Source: an optimization exercise on an open RTL-to-GDS flow (aim: small area, a short achievable clock period and few clock cycles). Production flows keep margins and buffers that such runs may drop.
Function not checked in this run: the RTL went through the layout flow alone.
Power and IR drop assume default switching activity.

--- design/flow/config.mk ---
export PLATFORM = sky130hd
export DESIGN_NAME = RISC_processor
export DESIGN_NICKNAME = RISC_processor
export VERILOG_FILES = /design/flow/design.v
export SDC_FILE = /design/flow/constraint.sdc
export NUM_CORES = 4
export LEC_CHECK = 0
export ABC_CLOCK_PERIOD_IN_PS = 4000
export CAP_MARGIN = 20
export CORE_MARGIN = 2
export CORE_UTILIZATION = 40
export SLEW_MARGIN = 20
export SYNTH_HIERARCHICAL = 1
--- design/flow/flow/run.sh ---
#!/bin/bash
# Layout: the standard flow (standard.sh) with its unchanged synthesis and
# the design's SDC. The setup repair steps are asked to keep a larger slack
# margin, so that they work on paths well below the design's clock period,
# and to repair only the worst paths (not every endpoint's negative slack).
set -euo pipefail
bash standard.sh SETUP_SLACK_MARGIN=10 TNS_END_PERCENT=0 finish > flow_make.log 2>&1
--- design/flow/design.v ---
module RISC_processor(
    input clk,
    input Reset,
    output [31:0] PC,
    input [31:0] InstructionCode,
    output RegWriteEn,
    output [4:0] RegWriteNum,
    output [31:0] RegWriteData
    );
reg [29:0] pc_q;
always @(posedge clk or negedge Reset)
    if (!Reset) pc_q <= 30'd0;
    else        pc_q <= pc_q + 30'd1;
assign PC = {pc_q, 2'b00};
reg [25:0] ir;
reg        p_we;                         
reg        p_li, p_rs2, p_sh, p_sub, p_and, p_or, p_sll, p_srl, p_add;
wire [5:0] i_op = InstructionCode[31:26];
wire [5:0] i_fn = InstructionCode[5:0];
wire       i_r  = (i_op == 6'b000000);
wire       i_sl = i_r && (i_fn == 6'b000000);
wire       i_sr = i_r && (i_fn == 6'b000010);
wire       i_an = i_r && (i_fn == 6'b100100);
wire       i_or = i_r && (i_fn == 6'b100101);
always @(posedge clk or negedge Reset)
    if (!Reset) p_we <= 1'b0;
    else        p_we <= i_r || (i_op == 6'b111111);
reg [3:0] r1h, r2h;
reg [7:0] r1l, r2l;
wire [4:0] i_rs1 = InstructionCode[20:16];
wire [4:0] i_rs2 = InstructionCode[15:11];
integer m;
always @(posedge clk) begin
    for (m = 0; m < 4; m = m + 1) begin
        r1h[m] <= (i_op != 6'b111111) && (i_rs1[4:3] == m);
        r2h[m] <= i_r && i_fn[5] && (i_rs2[4:3] == m);
    end
    for (m = 0; m < 8; m = m + 1) begin
        r1l[m] <= (i_rs1[2:0] == m);
        r2l[m] <= (i_rs2[2:0] == m);
    end
end
always @(posedge clk) begin
    ir    <= InstructionCode[25:0];
    p_li  <= (i_op == 6'b111111);
    p_rs2 <= i_r && i_fn[5];
    p_sh  <= i_r && !i_fn[5];
    p_sub <= i_r && (i_fn == 6'b100010);
    p_and <= i_an;
    p_or  <= i_or;
    p_sll <= i_sl && !InstructionCode[10];
    p_srl <= i_sr && !InstructionCode[10];
    p_add <= !(i_sl || i_sr || i_an || i_or);
end
wire [4:0] rd  = ir[25:21];
wire [4:0] rs1 = ir[20:16];
wire [4:0] rs2 = ir[15:11];
wire [4:0] sh  = ir[10:6];
wire       we  = p_we;
wire [31:0] imm   = {{10{ir[21]}}, ir[21:0]};
wire [31:0] shamt = {{27{sh[4]}}, sh};
localparam [14*32-1:0] INITS = {
    32'd15, 32'd10, 32'd30, 32'd0, 32'd30, 32'd20, 32'd5,
    32'd50, 32'd15, 32'd10, 32'd10, 32'd40, 32'd20, 32'd0};
wire [31:0]   res;
wire [1023:0] rf_q;
wire [31:0]   wsel;
reg  [13:0]   dflt;
genvar gi, gb;
generate
for (gi = 0; gi < 32; gi = gi + 1) begin : R
    reg  [31:0] q;
    wire [31:0] d;
    assign wsel[gi] = we && (rd == gi);
    wire nsel = !wsel[gi];
    for (gb = 0; gb < 32; gb = gb + 1) begin : B
        rf_hold u(.q(q[gb]), .w(res[gb]), .en(wsel[gi]), .nen(nsel), .d(d[gb]));
    end
    always @(posedge clk)
        q <= d;
    assign rf_q[gi*32 +: 32] = q;
end
endgenerate
always @(posedge clk or negedge Reset)
    if (!Reset) dflt <= 14'h3fff;
    else        dflt <= dflt & ~wsel[13:0];
wire [31:0] s1, s2;       
wire [13:0] c1, c2;       
generate
for (gi = 0; gi < 32; gi = gi + 1) begin : S
    wire h1 = r1h[gi >> 3] && r1l[gi & 7];
    wire h2 = r2h[gi >> 3] && r2l[gi & 7];
    if (gi < 14) begin : D
        assign s1[gi] = h1 && !dflt[gi];
        assign s2[gi] = h2 && !dflt[gi];
        assign c1[gi] = h1 && dflt[gi];
        assign c2[gi] = h2 && dflt[gi];
    end else begin : N
        assign s1[gi] = h1;
        assign s2[gi] = h2;
    end
end
endgenerate
wire [31:0] rf_a, rf_b;
generate
for (gb = 0; gb < 32; gb = gb + 1) begin : P
    wire [31:0] col;
    wire [13:0] cm;
    for (gi = 0; gi < 32; gi = gi + 1) begin : C
        assign col[gi] = rf_q[gi*32 + gb];
        if (gi < 14) begin : I
            assign cm[gi] = INITS[gi*32 + gb];
        end
    end
    rf_rdbit ua(.s(s1), .d(col), .c(|(c1 & cm)), .y(rf_a[gb]));
    rf_rdbit ub(.s(s2), .d(col), .c(|(c2 & cm)), .y(rf_b[gb]));
end
endgenerate
wire [31:0] a = rf_a;
wire [31:0] b = rf_b | (p_li ? imm : 32'd0) | (p_sh ? shamt : 32'd0);
wire [31:0] sum;
alu_add32 add(.a(p_sub ? ~a : a), .b(b), .s(sum));
wire [31:0] shl = a << sh[3:0];
wire [31:0] shr = a >> sh[3:0];
assign res = ({32{p_add && !p_sub}} & sum)
           | ({32{p_sub}} & ~sum)
           | ({32{p_and}} & (a & b))
           | ({32{p_or }} & (a | b))
           | ({32{p_sll}} & shl)
           | ({32{p_srl}} & shr);
reg        w_we;
reg [4:0]  w_rd;
reg [31:0] w_data;
always @(posedge clk or negedge Reset)
    if (!Reset) w_we <= 1'b0;
    else        w_we <= we;
always @(posedge clk) begin
    w_rd   <= rd;
    w_data <= res;
end
assign RegWriteEn   = w_we;
assign RegWriteNum  = w_rd;
assign RegWriteData = w_data;
endmodule
module rf_hold(input q, input w, input en, input nen, output d);
assign d = (q & nen) | (w & en);
endmodule
module rf_aoi222(input a1, input b1, input a2, input b2, input a3, input b3, output y);
assign y = ~((a1 & b1) | (a2 & b2) | (a3 & b3));
endmodule
module rf_aoi221(input a1, input b1, input a2, input b2, input c, output y);
assign y = ~((a1 & b1) | (a2 & b2) | c);
endmodule
module rf_rdbit(input [31:0] s, input [31:0] d, input c, output y);
wire [10:0] g;
genvar j;
generate
for (j = 0; j < 10; j = j + 1) begin : G
    rf_aoi222 u(.a1(s[3*j]), .b1(d[3*j]), .a2(s[3*j+1]), .b2(d[3*j+1]),
                .a3(s[3*j+2]), .b3(d[3*j+2]), .y(g[j]));
end
endgenerate
rf_aoi221 u10(.a1(s[30]), .b1(d[30]), .a2(s[31]), .b2(d[31]), .c(c), .y(g[10]));
assign y = ~&g;
endmodule
module alu_pg(input a, input b, output p, output g);
assign p = a ^ b;
assign g = a & b;
endmodule
module alu_ao(input g1, input t1, input g0, output g);
assign g = g1 | (t1 & g0);
endmodule
module alu_aa(input t1, input t0, output t);
assign t = t1 & t0;
endmodule
module alu_xor(input a, input b, output y);
assign y = a ^ b;
endmodule
module alu_add32(input [31:0] a, input [31:0] b, output [31:0] s);
wire [31:0] p, g0;
wire [31:0] gl [0:5];
wire [31:0] tl [0:5];
genvar l, i;
generate
for (i = 0; i < 32; i = i + 1) begin : PG
    alu_pg u(.a(a[i]), .b(b[i]), .p(p[i]), .g(g0[i]));
end
assign gl[0] = g0;
assign tl[0] = p;
for (l = 0; l < 5; l = l + 1) begin : L
    for (i = 0; i < 32; i = i + 1) begin : B
        if (i & (1 << l)) begin : C
            alu_ao ug(.g1(gl[l][i]), .t1(tl[l][i]), .g0(gl[l][((i >> l) << l) - 1]), .g(gl[l+1][i]));
            if ((i >> (l + 1)) != 0) begin : T
                alu_aa ut(.t1(tl[l][i]), .t0(tl[l][((i >> l) << l) - 1]), .t(tl[l+1][i]));
            end else begin : NT
                assign tl[l+1][i] = 1'b0;
            end
        end else begin : P
            assign gl[l+1][i] = gl[l][i];
            assign tl[l+1][i] = tl[l][i];
        end
    end
end
assign s[0] = p[0];
for (i = 1; i < 32; i = i + 1) begin : S
    alu_xor x(.a(p[i]), .b(gl[5][i-1]), .y(s[i]));
end
endgenerate
endmodule
--- design/flow/standard.sh ---
#!/bin/bash
# synth_recipe.tcl (not shown) runs the flow's synth.tcl, then flattens the netlist and writes it again
# the make line also repeats each setting of config.mk as NAME=value (left out here)
make -C /OpenROAD-flow-scripts/flow DESIGN_CONFIG=/design/flow/config.mk WORK_HOME=/design/flow/orfs CLKGATE_MAP_FILE= SYNTH_SCRIPT=/design/flow/synth_recipe.tcl "${@:-finish}"
--- design/flow/constraint.sdc ---
create_clock -name core_clock -period 14.0 [get_ports {clk}]
set_input_delay 2.8000 -clock core_clock [delete_from_list [all_inputs] [get_ports {clk}]]
set_output_delay 2.8000 -clock core_clock [all_outputs]
set_load 0.01 [all_outputs]
==> results_dict.tcl <==
set metrics [dict create \
    yosysWarnings 8 \
    path_delay_family "compound AO/OA/AOI/OAI gates" \
    synth_compound_area_share_pct 37.5 \
    synth_edf_count 0 \
    end_kind "register" \
    critPathMaxFanout 35 \
    synth_flop_cell "dfxtp_1" \
    place_congestion 1.02 \
    fmaxAchievable_mhz 169 \
    crit_path_cell_trace "nor2_4 > buf_6 > a222oi_1 > nand4_1 > or3_4 > a21oi_4 > nand2_1 > ha_1 > and2_4 > and2_1 > a21o_4 > buf_4 > a21o_1 > a21o_1 > xor2_1 > nor2_1 > a21oi_1 > a31oi_1 > o311ai_0 > a211o_1 > buf_12 > a22o_1" \
    tns_ns 0 \
    initial_utilization_pct 40.2 \
    io_pins 104 \
    io_buffers 101 \
    p_leak_nw 23.0 \
    cp-start-kind "register" \
    cap_violations 0 \
    coreArea_sq_mm 0.124 \
    drive_above_1_share_pct 15.4 \
    wl_per_cell_um 37.5 \
    yosysTopAreaCellShare_pct 45.0 \
    num_rows 129 \
    cts.sinks 1165 \
    finalSetupViolations 0 \
    hold_buffers 0 \
    htree_levels 3 \
    synth_area_leaders "dfxtp_1 45%, a22o_1 18%, a222oi_1 13%, a221oi_2 2.0%, nand4_1 1.7%" \
    vias_per_cell 7.59 \
    drtAntennaViolNets 0 \
    final_net_count 4850 \
    ys_seq_elements 1165 \
    worst_pin_slew_ns 1.23 \
    critPathMaxStageDelay_ns 0.62 \
    grt_pass1_wl_um 342000 \
    outcome "finished clean" \
    avgSynthCellArea_sq_um 11.3 \
    synth-xor-area-share_pct 1.58 \
    utilization_pct 48.4 \
    worstPathArrival_ns 6.53 \
    die_w_um 357 \
    dieArea_sq_mm 0.127 \
    path_class "reg2reg" \
    vdd_drop_max_uv 97.6 \
    synth_top_area_cell "dfxtp_1" \
    cts.path.max_buffers 3 \
    muxShareOfSynthArea_pct 3.01 \
    yosys.area_share.adder_pct 0.830 \
    cts_tree "built" \
    rsz0062_at_grt "yes" \
    async_reset_ff_share_pct 3.95 \
    cp.required_ns 14.62 \
    hp-class "reg2reg" \
    drc 0 \
    finClkSkew_ns 0.0452 \
    synth_area_sq_mm 0.0498 \
    grt_usage_pct 36.7 \
    drt_pass1_iterations 14 \
    relSlewSlack_pct 17.4 \
    final_hold_viol_count 0 \
    power_density_mw_per_mm2 131 \
    fin_crit_sh_pct 42.2 \
    final_max_slew_viol_count 0 \
    syn_to_final_growth_pct 20.3 \
    synth_top_family_by_area "compound AO/OA/AOI/OAI gates" \
    crit_slowest_cell "dfstp_2" \
    grt_remaining_overflow 0 \
    wl_um 245000 \
    synth_simple_gate_area_share_pct 8.26 \
    min_period_ns 5.91 \
    synth_cell_types 77 \
    cts_buffers 118 \
    cp_num_buf_inv 3 \
    insertion_delay_ns 0.77 \
    dp_hpwl_um 142000 \
    grt_pass1_vias 45844 \
    grt_max_degree 61 \
    ys_seq_area_share_pct 47.4 \
    grt_antenna_before_repair 20 \
    die_y_um 357 \
    path_clk_slew_ns 0.06 \
    synthCells 4395 \
    vias 49562 \
    drt_iter0_markers 11124 \
    path_common_cell "a21o_1" \
    cts_root_buffer "clkbuf_16" \
]
-- Yosys cell counts (10+ instances only) --
cell      instances
o22ai_1          15
a211o_1          10
or2_2            13
nand2_1         145
buf_2            18
dfstp_2          14
clkbuf_1         67
nand2b_1         16
inv_1            43
nand4_1         135
nor2b_1          18
xnor2_1          16
xor2_1           74
a221oi_2         65
dfxtp_1        1119
nor3_1           17
nor2_1          109
dfrtp_1          32
ha_1             33
or3_1            75
and2_1          101
o211ai_1         14
a21oi_1          54
mux4_2           19
a222oi_1        644
a31oi_1          15
o21ai_0          46
a22o_1         1034
and3_1           15
nand3_1         102
mux2_2           26
a22oi_1          12
a21o_1           77
mux2i_1          72
-- what timing repair did --
item | 4_1_cts | 5_1_grt
pin swaps | 75 | 33
resized for setup | 155 | 43
buffers inserted | 39 | 6
setup endpoints to repair | 1130 | 1130
cloned | 13 | 1
-- sequential cells by signal, indices dropped and copies added, names as in the netlist, 4 cells and up --
name    flops
R.q      1024
w_data     32
pc_q       30
ir         26
dflt       14
r1l         8
r2l         8
w_rd        5
r1h         4
r2h         4
-- modules after synthesis (local to each module, per instance) --
module / area [sq um] / flip-flops and latches / cells inside / times used
RISC_processor: 30400 / 1165 / 2227 / 1
rf_rdbit: 23.8 / 0 / 4 / 64
rf_aoi221: 15.0 / 0 / 1 / 64
alu_pg: 12.5 / 0 / 1 / 32
rf_aoi222: 10.0 / 0 / 1 / 640
alu_xor: 8.76 / 0 / 1 / 31
rf_hold: 8.76 / 0 / 1 / 1024
alu_add32: 7.51 / 0 / 1 / 1
alu_ao: 7.51 / 0 / 1 / 75
alu_aa: 6.26 / 0 / 1 / 45
-- report_power, final --
part | switching (W) | internal (W)
sequential | 0.000101 | 0.00344
combinational | 0.000587 | 0.000305
clock | 0.00142 | 0.00202
-- metrics by stage --
step / cells / hold WS, ns / total power, W / setup WS [ns] / area, sq um
after detailed placement: 6241 / 0.372 / 0.00438 / 7.70 / 54300
after global placement: 6237 / 0.372 / 0.00437 / 7.61 / 54200
after CTS: 6507 / 0.381 / 0.00779 / 8.46 / 59600
after floorplan: 4448 / 0.343 / 0.00400 / 8.96 / 50200
final: 6528 / 0.388 / 0.00786 / 8.09 / 59900
after global routing: 6518 / 0.391 / 0.00803 / 8.12 / 59900
-- logic make-up (layout without fill, tap and decap cells) --
| kind of cell | Yosys count | count (layout) |
|---|---|---|
| AOI/OAI and AO/OA | 2059 | 2061 |
| DFF | 1165 | 1165 |
| and+or+nand+nor | 775 | 786 |
| buffers and inverters | 150 | 566 |
| muxes | 122 | 122 |
| xor gates and xnor gates | 90 | 90 |
| adders and majority gates | 33 | 33 |
| other | 1 | 68 |
-- worst paths after layout --
check                                   from                  end  slack [ns]  depth (start not counted)
hold reg to reg               ir[25]$_DFF_P_      w_rd[4]$_DFF_P_        0.39                          0
max in group asynchronous              Reset    pc_q[5]$_DFF_PN0_       11.33                          2
hold / removal                ir[25]$_DFF_P_      w_rd[4]$_DFF_P_        0.39                          0
min in group asynchronous              Reset   pc_q[26]$_DFF_PN0_        2.19                          2
setup reg to reg           dflt[5]$_DFF_PN1_  R[31].q[29]$_DFF_P_        8.09                         22
setup / recovery           dflt[5]$_DFF_PN1_  R[31].q[29]$_DFF_P_        8.09                         22
-- layout by cell type (no fill, tap or decap), types with 16 or more instances in the layout --
master	synthesis	final
a222oi_1	644	644
nor3_1	17	17
clkinv_2	0	22
and2_1	101	73
o21ai_0	46	46
a21o_1	77	72
buf_6	9	26
ha_1	33	27
or3_4	0	36
nand2_1	145	118
and2_2	0	20
xor2_1	74	74
nand2b_1	16	16
mux4_2	19	19
buf_4	7	152
a21oi_1	54	43
mux2_2	26	26
dfxtp_1	1119	1105
conb_1	1	54
nor2_4	0	36
clkbuf_16	0	123
nor2b_1	18	18
a22o_1	1034	1034
clkdlybuf4s50_1	0	100
xnor2_1	16	16
dfrtp_1	32	32
clkbuf_8	0	29
nand3_1	102	87
nor2_1	109	81
nand4_1	135	135
mux2i_1	72	72
a221oi_2	65	65
clkbuf_1	67	18
inv_1	43	43
or3_1	75	38
nand2_2	1	23
-- layout make-up --
cell class	count	area (sq um)
fillers	11280	63800
multi-input cells	3146	26900
flip-flops and latches	1165	23600
clock buffers	169	3520
repair buffers	307	2970
well taps	1637	2050
clock inverters	45	657
inverters	45	169
diodes	14	35.0
-- per-layer routing --
metal | up-vias | wire length [um] | track usage, % | part of all wire, %
met1 | 24316 | 91100 | 46.9 | 37
li1 | 20099 | - | - | -
met4 | 10 | 19200 | 24.9 | 7.8
met3 | 891 | 38400 | 15.1 | 16
met2 | 4246 | 96100 | 50.0 | 39
met5 | - | 65 | 0 | 0.027

[afterwards: timing with drivers on the ports]
No port has a modelled driver above. Below, the same layout with a new extraction and two added sets of constraints. Step 1 assumes that a clkbuf_16 drives the clock port and a buf_2 every other input. Step 2, shift: input delay + t, output delay - t, t = (earliest + latest rising clock arrival at the registers) / 2. This alone moves slack from input paths to output paths. a / b / c = ideal ports / drivers / drivers and shift; a / b = the first two.
t, ns: 0.827
slack for setup (ns): 8.089 / 8.089 / 7.865
slew at the worst register clock pin (ns): 0.07 / 0.07
After both steps setup and hold are still met in this run. The setup slack of this run moves by 0.000 ns with the drivers and by -0.224 ns with both steps.
